This design comes from an exercise in tuning for small area and a short achievable clock period on the open sky130 flow, not from production work.
The RTL was checked by simulation tests, not by an equivalence proof against the original design.
Power figures rest on the tool's default switching activity, not on a simulated workload.

## main
==> flow/design.v <==
module Decoder(
input       wire    [3:0]     ALU_FUN,
input       wire              VLD,
output      wire              Arith_EN,Logic_EN,CMP_EN,Shift_EN
);
assign Arith_EN = VLD & (ALU_FUN[3:2] == 2'b00);
assign Logic_EN = VLD & (ALU_FUN[3:2] == 2'b01);
assign CMP_EN   = VLD & (ALU_FUN[3:2] == 2'b10);
assign Shift_EN = VLD & (ALU_FUN[3:2] == 2'b11);
endmodule
module Arithmetic_Unit #(parameter W = 16) (
input    wire     [W-1:0]   X,Y,
input    wire               CI,
output   wire     [W-1:0]   S,
output   wire               CO
);
localparam L = (W <= 1) ? 1 : (W <= 2) ? 1 : (W <= 4) ? 2 : (W <= 8) ? 3 : 4;
wire [W-1:0] p0 = X ^ Y;
wire [W-1:0] g  [0:L];
wire [W-1:0] p  [0:L];
assign g[0] = (X & Y) | {{(W-1){1'b0}}, p0[0] & CI};
assign p[0] = p0;
genvar l, j;
generate
for (l = 0; l < L; l = l + 1) begin : g_lvl
  for (j = 0; j < W; j = j + 1) begin : g_bit
    if ((j >> l) & 1) begin : g_op
      localparam integer K = ((j >> l) << l) - 1;
      assign g[l+1][j] = g[l][j] | (p[l][j] & g[l][K]);
      assign p[l+1][j] = p[l][j] & p[l][K];
    end else begin : g_cp
      assign g[l+1][j] = g[l][j];
      assign p[l+1][j] = p[l][j];
    end
  end
end
endgenerate
wire [W:0] c = {g[L], CI};
assign S  = p0 ^ c[W-1:0];
assign CO = g[L][W-1];
endmodule
module Logic_Unit(
input    wire     [15:0]    A,B,
input    wire     [1:0]     FUN,
input    wire               Logic_EN,
output   wire     [15:0]    Logic_OUT,
output   wire               Logic_Flag
);
wire [15:0] r = FUN[0] ? (A | B) : (A & B);
assign Logic_OUT  = {16{Logic_EN}} & (r ^ {16{FUN[1]}});
assign Logic_Flag = Logic_EN;
endmodule
module CMP_Unit(
input    wire                GE,
input    wire     [15:0]     D,
input    wire     [1:0]      FUN,
input    wire                CMP_EN,
output   wire     [15:0]     CMP_OUT,
output   wire                CMP_Flag
);
wire eq = ~|D;
reg  r;
always @(*)
begin
  case (FUN)
    2'b00: r = 1'b0;
    2'b01: r = eq;
    2'b10: r = GE & ~eq;
    2'b11: r = ~GE;
  endcase
end
assign CMP_OUT  = {15'b0, CMP_EN & r};
assign CMP_Flag = CMP_EN;
endmodule
module Shift_Unit(
input    wire     [15:0]     A,B,
input    wire     [1:0]      FUN,
input    wire                Shift_EN,
output   wire     [15:0]     Shift_OUT,
output   wire                Shift_Flag
);
wire [15:0] v = FUN[1] ? B : A;
assign Shift_OUT  = {16{Shift_EN}} & (FUN[0] ? {v[14:0], 1'b0} : {1'b0, v[15:1]});
assign Shift_Flag = Shift_EN;
endmodule
module ALU_TOP(
input    wire     [15:0]     A,B,
input    wire     [3:0]      ALU_FUN,
input    wire                clk,
input    wire                RST,
output   wire      [15:0]    Arith_OUT,Logic_OUT,CMP_OUT,Shift_OUT,
output   wire                Carry_OUT,
output   wire                Arith_Flag,Logic_Flag,CMP_Flag,Shift_Flag
);
localparam M = 7;    
localparam QW = (16-M > M) ? 16-M : M;
wire is_mul = (ALU_FUN == 4'b0010);
wire is_div = (ALU_FUN == 4'b0011);
wire [15:0] x_in [16:M];
assign x_in[16] = is_mul ? 16'b0 : A;
wire [15:M] q_hi;
genvar i;
generate
for (i = 15; i >= M; i = i - 1) begin : g_row_in
  wire [15-i:0] y = is_mul ? (A[15-i:0] & {(16-i){B[i]}}) : ~B[15-i:0];
  wire          bz;
  if (i == 0) begin : g_bz0
    assign bz = 1'b1;
  end else begin : g_bz
    assign bz = ~|B[15:16-i];
  end
  wire          cout;
  wire [15-i:0] s;
  Arithmetic_Unit #(.W(16-i)) U_row (.X(x_in[i+1][15:i]), .Y(y), .CI(~is_mul), .S(s), .CO(cout));
  assign q_hi[i] = cout & bz;
  wire take = is_mul | (is_div & q_hi[i]);
  if (i == 0) begin : g_x0
    assign x_in[i] = take ? s : x_in[i+1];
  end else begin : g_x
    assign x_in[i] = {take ? s : x_in[i+1][15:i], x_in[i+1][i-1:0]};
  end
end
endgenerate
reg [15:0] X_r, Y_r;
reg [QW-1:0] Q_r;
reg [3:0]  fun_r;
reg        vld_r;
always @(posedge clk or negedge RST)
begin
  if (!RST)
    vld_r <= 1'b0;
  else
    vld_r <= 1'b1;
end
always @(posedge clk)
begin
  X_r   <= x_in[M];
  Y_r   <= is_mul ? A : B;
  Q_r   <= is_div ? q_hi : B[M-1:0];
  fun_r <= ALU_FUN;
end
wire arith_en, logic_en, cmp_en, shift_en;
Decoder U_Decoder (.ALU_FUN(fun_r), .VLD(vld_r),
  .Arith_EN(arith_en), .Logic_EN(logic_en), .CMP_EN(cmp_en), .Shift_EN(shift_en));
wire mul_r = (fun_r[1:0] == 2'b10);
wire div_r = (fun_r[1:0] == 2'b11);
wire add_r = (fun_r[3:2] == 2'b00) && (fun_r[1:0] == 2'b00);
wire sub_r = (fun_r[3:2] == 2'b00) && (fun_r[1:0] == 2'b01);
wire mul_a = (fun_r[3:2] == 2'b00) && mul_r;
wire div_a = (fun_r[3:2] == 2'b00) && div_r;
wire [15:0] x_out [M:0];
assign x_out[M] = X_r;
wire [M-1:0] q_lo;
wire [M-1:0] co;
wire [15:0]  s0;
generate
for (i = M-1; i >= 0; i = i - 1) begin : g_row_out
  wire [15-i:0] y = mul_a ? (Y_r[15-i:0] & {(16-i){Q_r[i]}}) :
                    add_r ? Y_r[15-i:0] : ~Y_r[15-i:0];
  wire          bz;
  if (i == 0) begin : g_bz0
    assign bz = 1'b1;
  end else begin : g_bz
    assign bz = ~|Y_r[15:16-i];
  end
  wire [15-i:0] s;
  Arithmetic_Unit #(.W(16-i)) U_row (.X(x_out[i+1][15:i]), .Y(y), .CI(~mul_a & ~add_r), .S(s), .CO(co[i]));
  assign q_lo[i] = co[i] & bz;
  wire take = mul_a | (div_a & q_lo[i]) | ((i == 0) & (add_r | sub_r));
  if (i == 0) begin : g_x0
    assign x_out[i] = take ? s : x_out[i+1];
    assign s0 = s;
  end else begin : g_x
    assign x_out[i] = {take ? s : x_out[i+1][15:i], x_out[i+1][i-1:0]};
  end
end
endgenerate
wire [15:0] quot = {Q_r[15-M:0], q_lo};
assign Arith_OUT  = {16{arith_en}} & (div_a ? quot : x_out[0]);
assign Carry_OUT  = arith_en & add_r & co[0];
assign Arith_Flag = arith_en;
CMP_Unit U_CMP (.GE(co[0]), .D(s0), .FUN(fun_r[1:0]), .CMP_EN(cmp_en),
  .CMP_OUT(CMP_OUT), .CMP_Flag(CMP_Flag));
Logic_Unit U_logic (.A(X_r), .B(Y_r), .FUN(fun_r[1:0]), .Logic_EN(logic_en),
  .Logic_OUT(Logic_OUT), .Logic_Flag(Logic_Flag));
Shift_Unit U_Shift (.A(X_r), .B(Y_r), .FUN(fun_r[1:0]), .Shift_EN(shift_en),
  .Shift_OUT(Shift_OUT), .Shift_Flag(Shift_Flag));
endmodule
make LEC_CHECK=0 CAP_MARGIN=20 CORE_MARGIN=2 CORE_UTILIZATION=40 SLEW_MARGIN=20 finish   # period 32.0 ns
run.sh (not shown) runs the stock make flow with config.mk's settings and CLKGATE_MAP_FILE= SYNTH_SCRIPT=/design/flow/synth_recipe.tcl, a recipe that flattens the netlist after the stock synthesis.
Edits applied to the flow inputs when going from main to the feature branch:
--- a/flow/design.v
+++ b/flow/design.v
@@ -15,28 +15,5 @@
 output   wire               CO
 );
-localparam L = (W <= 1) ? 1 : (W <= 2) ? 1 : (W <= 4) ? 2 : (W <= 8) ? 3 : 4;
-wire [W-1:0] p0 = X ^ Y;
-wire [W-1:0] g  [0:L];
-wire [W-1:0] p  [0:L];
-assign g[0] = (X & Y) | {{(W-1){1'b0}}, p0[0] & CI};
-assign p[0] = p0;
-genvar l, j;
-generate
-for (l = 0; l < L; l = l + 1) begin : g_lvl
-  for (j = 0; j < W; j = j + 1) begin : g_bit
-    if ((j >> l) & 1) begin : g_op
-      localparam integer K = ((j >> l) << l) - 1;
-      assign g[l+1][j] = g[l][j] | (p[l][j] & g[l][K]);
-      assign p[l+1][j] = p[l][j] & p[l][K];
-    end else begin : g_cp
-      assign g[l+1][j] = g[l][j];
-      assign p[l+1][j] = p[l][j];
-    end
-  end
-end
-endgenerate
-wire [W:0] c = {g[L], CI};
-assign S  = p0 ^ c[W-1:0];
-assign CO = g[L][W-1];
+assign {CO,S} = {1'b0,X} + {1'b0,Y} + {{W{1'b0}},CI};
 endmodule
 module Logic_Unit(
@@ -93,5 +70,5 @@
 output   wire                Arith_Flag,Logic_Flag,CMP_Flag,Shift_Flag
 );
-localparam M = 7;    
+localparam M = 6;    
 localparam QW = (16-M > M) ? 16-M : M;
 wire is_mul = (ALU_FUN == 4'b0010);
==> comparison <==
- A critical-path cell with the highest stage delay of clkdlybuf4s50_1 is what the feature branch shows, while o41ai_4 belongs to main.
- Overall routed net length was higher in the feature branch than in main.
- The feature branch: total leakage power is 0.34 nW higher than what main reported.
- The feature branch -> main: area growth from synthesis to layout flat
- The feature branch against main: async set-reset flop share out of synthesis about even; core utilization rose by 0.24 points.

what the ideal ports hide:
The results above use ideal ports. As a check the final layouts listed here were re-extracted and re-timed, cells and wires unchanged. Step 1 (the two cells are an assumption about what drives the block):
set clk [get_ports {clk}]
set_driving_cell -lib_cell sky130_fd_sc_hd__clkbuf_16 $clk
set_driving_cell -lib_cell sky130_fd_sc_hd__buf_2 [delete_from_list [all_inputs] $clk]
Step 2 also shifts input and output timing later by t, the mid clock arrival at the registers, as if the neighbouring blocks saw the same clock. a / b / c = ideal / step 1 / step 2; a / b = the first two.
run | t (ns) | setup slack, ns | worst setup path at the end
main | 0.322 | 5.320 / 5.285 / 5.606 | register to output
the feature branch | 0.325 | 2.792 / 2.755 / 3.080 | register to output
After both steps setup and hold are still met in every run listed.
